Context: an optimization exercise on an open-source flow, tuned for small area and a short achievable clock period. The choices shown serve that exercise and are no tape-out recipe.
The RTL was checked by simulation tests, not by an equivalence proof against the original design.

[design/flow/config.mk]
export PLATFORM = sky130hd
export DESIGN_NAME = mul32k_top
export DESIGN_NICKNAME = mul32k_top
export VERILOG_FILES = /design/flow/design.v
export SDC_FILE = /design/flow/constraint.sdc
export NUM_CORES = 4
export LEC_CHECK = 0
export CAP_MARGIN = 20
export CORE_MARGIN = 2
export CORE_UTILIZATION = 40
export SLEW_MARGIN = 20
[design/flow/run.sh]
#!/bin/bash
# synth_recipe.tcl (not shown) runs the flow's synth.tcl, then flattens the netlist and writes it again
# the make line also repeats each setting of config.mk as NAME=value (left out here)
make -C /OpenROAD-flow-scripts/flow DESIGN_CONFIG=/design/flow/config.mk WORK_HOME=/design/flow/orfs CLKGATE_MAP_FILE= SYNTH_SCRIPT=/design/flow/synth_recipe.tcl finish
[design/flow/constraint.sdc]
create_clock -name core_clock -period 45.0 [get_ports {clk}]
set_input_delay 9.0000 -clock core_clock [delete_from_list [all_inputs] [get_ports {clk}]]
set_output_delay 9.0000 -clock core_clock [all_outputs]
set_load 0.01 [all_outputs]
[design/flow/design.v]
`timescale 1ns / 1ps
module mul32k_top(
    input clk,
    input [31:0] a,
    input [31:0] b,
    output reg [63:0] p
);
    reg [31:0] a_r, b_r;
    wire [63:0] prod;
    array_multiplier_csa_32bit mul(.a(a_r), .b(b_r), .p(prod));
    always @(posedge clk) begin
        a_r <= a;
        b_r <= b;
        p <= prod;
    end
endmodule

`timescale 1ns / 1ps
module array_multiplier_csa_32bit (
    input  [31:0] a, b,
    output [63:0] p
);
    reg [31:0] partial_products [31:0];  
    reg [63:0] sum [31:0];               
    reg [63:0] carry [31:0];             
    integer i, j;
    always @(*) begin
        for (i = 0; i < 32; i = i + 1) begin
            for (j = 0; j < 32; j = j + 1) begin
                partial_products[i][j] = a[j] & b[i];
            end
        end
    end
    always @(*) begin
        sum[0] = {32'b0, partial_products[0]};
        carry[0] = 64'b0;
        for (i = 1; i < 32; i = i + 1) begin
            {carry[i], sum[i]} = sum[i-1] + ({32'b0, partial_products[i]} << i) + carry[i-1];
        end
    end
    assign p = sum[31] + carry[31];
endmodule
==> run_results.csv <==
group,metric,value,unit
drt,drt-pass1-iter-count,5,
sta,tns,0,ns
sta,rsz0062_at_grt,"false",
floorplan,dieArea,0.147,mm2
synth,synth_top_area_cell,"ha_1",
placed_design,hpwl,129000,um
synth,syn-num-nets,9147,
setup_path,cp_common_cell,"ha_1",
synth,synth_top_cells_by_count,"ha_1, and2_1, a21oi_1, xnor2_1, a21o_1",
placed_design,dpl-instance-area,0.0606,mm2
setup_path,critPathMaxStageDelay,0.89,ns
floorplan,start_util,40.2,%
synth,synth-simple-area-share,25.3,%
global_route,grt_use_total,21.8,%
clocking,post_cts_buffers,0,
synth,yosysWarnings,5,
floorplan,die_w,383,um
clocking,post_cts_resize_count,0,
global_route,grt_pass1_wl,267000,um
global_route,grt_pass1_vias,52000,
worst_hold_path,hold_depth,2,
sta,holdWs,0.759,ns
setup_path,r2r_setup_slack,4.88,ns
sta,post-route-min-period,40.12,ns
drt,routedWlPerCell,16.8,um
setup_path,crit_type,"reg -> reg",
setup_path,worst_ep_arrival_time,40.61,ns
clocking,hold_buffers,0,
sta,setup_viol,0,
synth,yosysUniqueCellTypes,98,
clocking,htreeDepth,4,
finish,drive_gt1_share,2.23,%
synth,syn_area,0.0575,mm2
floorplan,rows,139,
synth,synthMuxAreaShare,0.0870,%
worst_hold_path,whs_endpoint,"p[2]",
synth,synthFlopType,"dfxtp_1",
synth,seq_area_frac_synth,4.45,%
sta,tightest_slew,1.01,ns
drt,route.detailed.drc,0,
synth,synthAdderAreaFrac,25.2,%
drt,drtIter0Drc,3011,
setup_path,r2r-end,"p[62]",
drt,avgViaCountPerCell,5.66,
sta,hold_viol_final,0,
finish,synthToLayoutAreaGrowth,6.43,%
floorplan,io_pins,129,
setup_path,critPathLaunch,"b_r[1]",
clocking,root_buffer,"clkbuf_16",
worst_hold_path,worstHoldPathType,"reg -> reg",
global_route,grt_max_degree,33,
clocking,clkSlewWorstSetupHoldPaths,0.07,ns
sta,finClkSkew,0.0231,ns
placed_design,io_buffers,128,
drt,antenna_left,0,
clocking,max-clock-path-buffers,2,
setup_path,cp_slowest_cell,"dfxtp_1",
setup_path,crit_required,45.49,ns
outcome,outcome,"finished clean",
sta,fmax,0.0249,GHz
global_route,antenna_found_initial,19,
placed_design,gp_congestion,0.915,
sta,finalCritPeriodShare,89.2,%
setup_path,timing.rr.start,"b_r[1]",
drt,routed_wl,165000,um
synth,ys_ff_latch,128,
finish,multi_input_area,0.0528,mm2
synth,synthArstFlopShare,0,%
clocking,cts_sinks,128,
synth,synth_top_area_share,24.1,%
clocking,cts_buffers,17,
synth,synth.area.top_cells,"ha_1, and2_1, xnor2_1, a21oi_1, a21o_1",
synth,synth_edf_count,0,
setup_path,rr_worst_depth,179,
drt,num_vias,55500,
synth,synth_top_family_by_area,"compound AO/OA/AOI/OAI gates",
finish,regArea,0.00260,mm2
setup_path,worstPathMaxFanout,32,
sta,slew_violations,0,
floorplan,core,0.143,mm2
synth,synth.avg_cell_area,7.24,um2
finish,nNetsFinal,9095,
clocking,clock_latency,0.56,ns
setup_path,critPathLaunchType,"register",
synth,synth_compound_area_share,28.1,%
finish,fin_area,0.0612,mm2
synth,syn_inst,7942,
clocking,cts_tree,"built",
finish,nFillCells,14800,
sta,max_slew_margin,32.4,%
synth,synth_xor_area_share,13.0,%
setup_path,end_kind,"register",
floorplan,die_h,383,um
worst_hold_path,hold_start,"a_r[0]",
run,max_cap_viol_count,0,
global_route,grt_overflow_total,0,
synth,synth.most_common_cell,"ha_1",
-- how the worst max path moves through the flow --
stage                       end  slack [ns]  cells after the start
after floorplan           p[62]       11.08                    180
after global placement    p[62]        5.75                    179
after detailed placement  p[62]        5.39                    179
after CTS                 p[62]        5.13                    179
after global routing      p[62]        1.36                    179
final                     p[62]        4.88                    179
-- worst max-delay path: cells and delay by family (launching register included) --
| family | cells | cell delay, ns |
|---|---|---|
| adder cells (fa/ha/maj) | 32 | 11.01 |
| XOR/XNOR | 27 | 4.12 |
| flip-flops | 1 | 0.89 |
| buffers and inverters | 1 | 0.06 |
| AND/OR/NAND/NOR | 48 | 7.67 |
| AO/OA/AOI/OAI | 71 | 16.28 |
-- per-stage QoR --
stage,worst slack (ns),util [%],std cells
final,4.88,42.8,9813
after global routing,1.36,42.8,9806
after CTS,5.13,42.8,9806
after detailed placement,5.39,42.4,9774
after global placement,5.75,42.4,9774
after floorplan,11.08,-,7942
-- layer usage --
layer / global-route usage (%) / wire, um / vias to the layer above
met1: 29.5 / 78800 / 26200
met3: 1.56 / 6160 / 137
met2: 37.5 / 76600 / 977
met4: 5.09 / 3040 / 0
li1: - / - / 28300
met5: 0 / 0 / -
-- logic make-up after synthesis --
| family | after synthesis |
|---|---|
| xor+xnor | 855 |
| simple gates | 2717 |
| flops | 128 |
| buf+inv | 584 |
| compound gates | 2513 |
| fa+ha+maj | 1140 |
| mux | 5 |
-- area by class of cell --
cell class | instances | share of cell area [%]
Inverter | 345 | 2.11
Clock inverter | 13 | 0.245
Tap cell | 1903 | 3.89
Sequential cell | 128 | 4.24
Antenna cell | 7 | 0.0286
Timing Repair Buffer | 168 | 2.58
Clock buffer | 19 | 0.707
Multi-Input combinational cell | 7230 | 86.2
-- layout by cell type, fill, tap and decap left out, types with 31 or more instances in the layout --
cell type,netlist,layout
nor2b_1,122,122
nand2b_1,119,119
clkdlybuf4s50_1,0,128
buf_4,0,40
nand4_1,97,97
o211ai_1,34,34
a21boi_0,35,35
a21oi_1,820,820
dfxtp_1,128,101
o31ai_1,39,39
inv_1,345,345
xor2_1,226,226
ha_1,1109,1109
nor2_1,451,451
o21bai_1,105,105
a31oi_1,82,82
nand3_1,124,124
a21o_1,480,480
nor3_1,100,100
and3_1,85,85
a211oi_1,60,60
fa_1,31,31
and2_1,1043,1043
o21ai_1,35,35
o21a_1,124,124
nand2_1,452,452
xnor2_1,629,629
o21ai_0,416,416
or3_1,31,31
-- sequential cells by signal (all words and copies together) (netlist names) --
name and flops:
b_r 32, a_r 32, p 64

==> static timing again, ports no longer ideal <==
How much do the figures lean on ideal ports? The routed layout below was timed once more, with nothing changed but the port constraints. Step 1 sets driving cells, clkbuf_16 on the clock port and buf_2 on the other inputs (assumed; they add their load-dependent delay and slew). Step 2 adds t to the input delays and takes it off the output delays; t is the mean of the earliest and latest rising clock arrival at the registers after step 1. Input paths then give back, and output paths get back, about the clock's delay inside the block. Three values: no drivers, after step 1, after step 2; two values: the first two.
t (ns): 0.603
slack for setup (ns): 4.881 / 4.881 / 4.881
hold WS [ns]: 0.759 / 0.759 / 0.759
slew at the worst register clock pin (ns): 0.08 / 0.08
cell pins on the clock port's net: 1
After both steps this run still meets setup and hold. For this run, drivers alone change the setup slack by 0.000 ns; drivers and shift together by 0.000 ns.
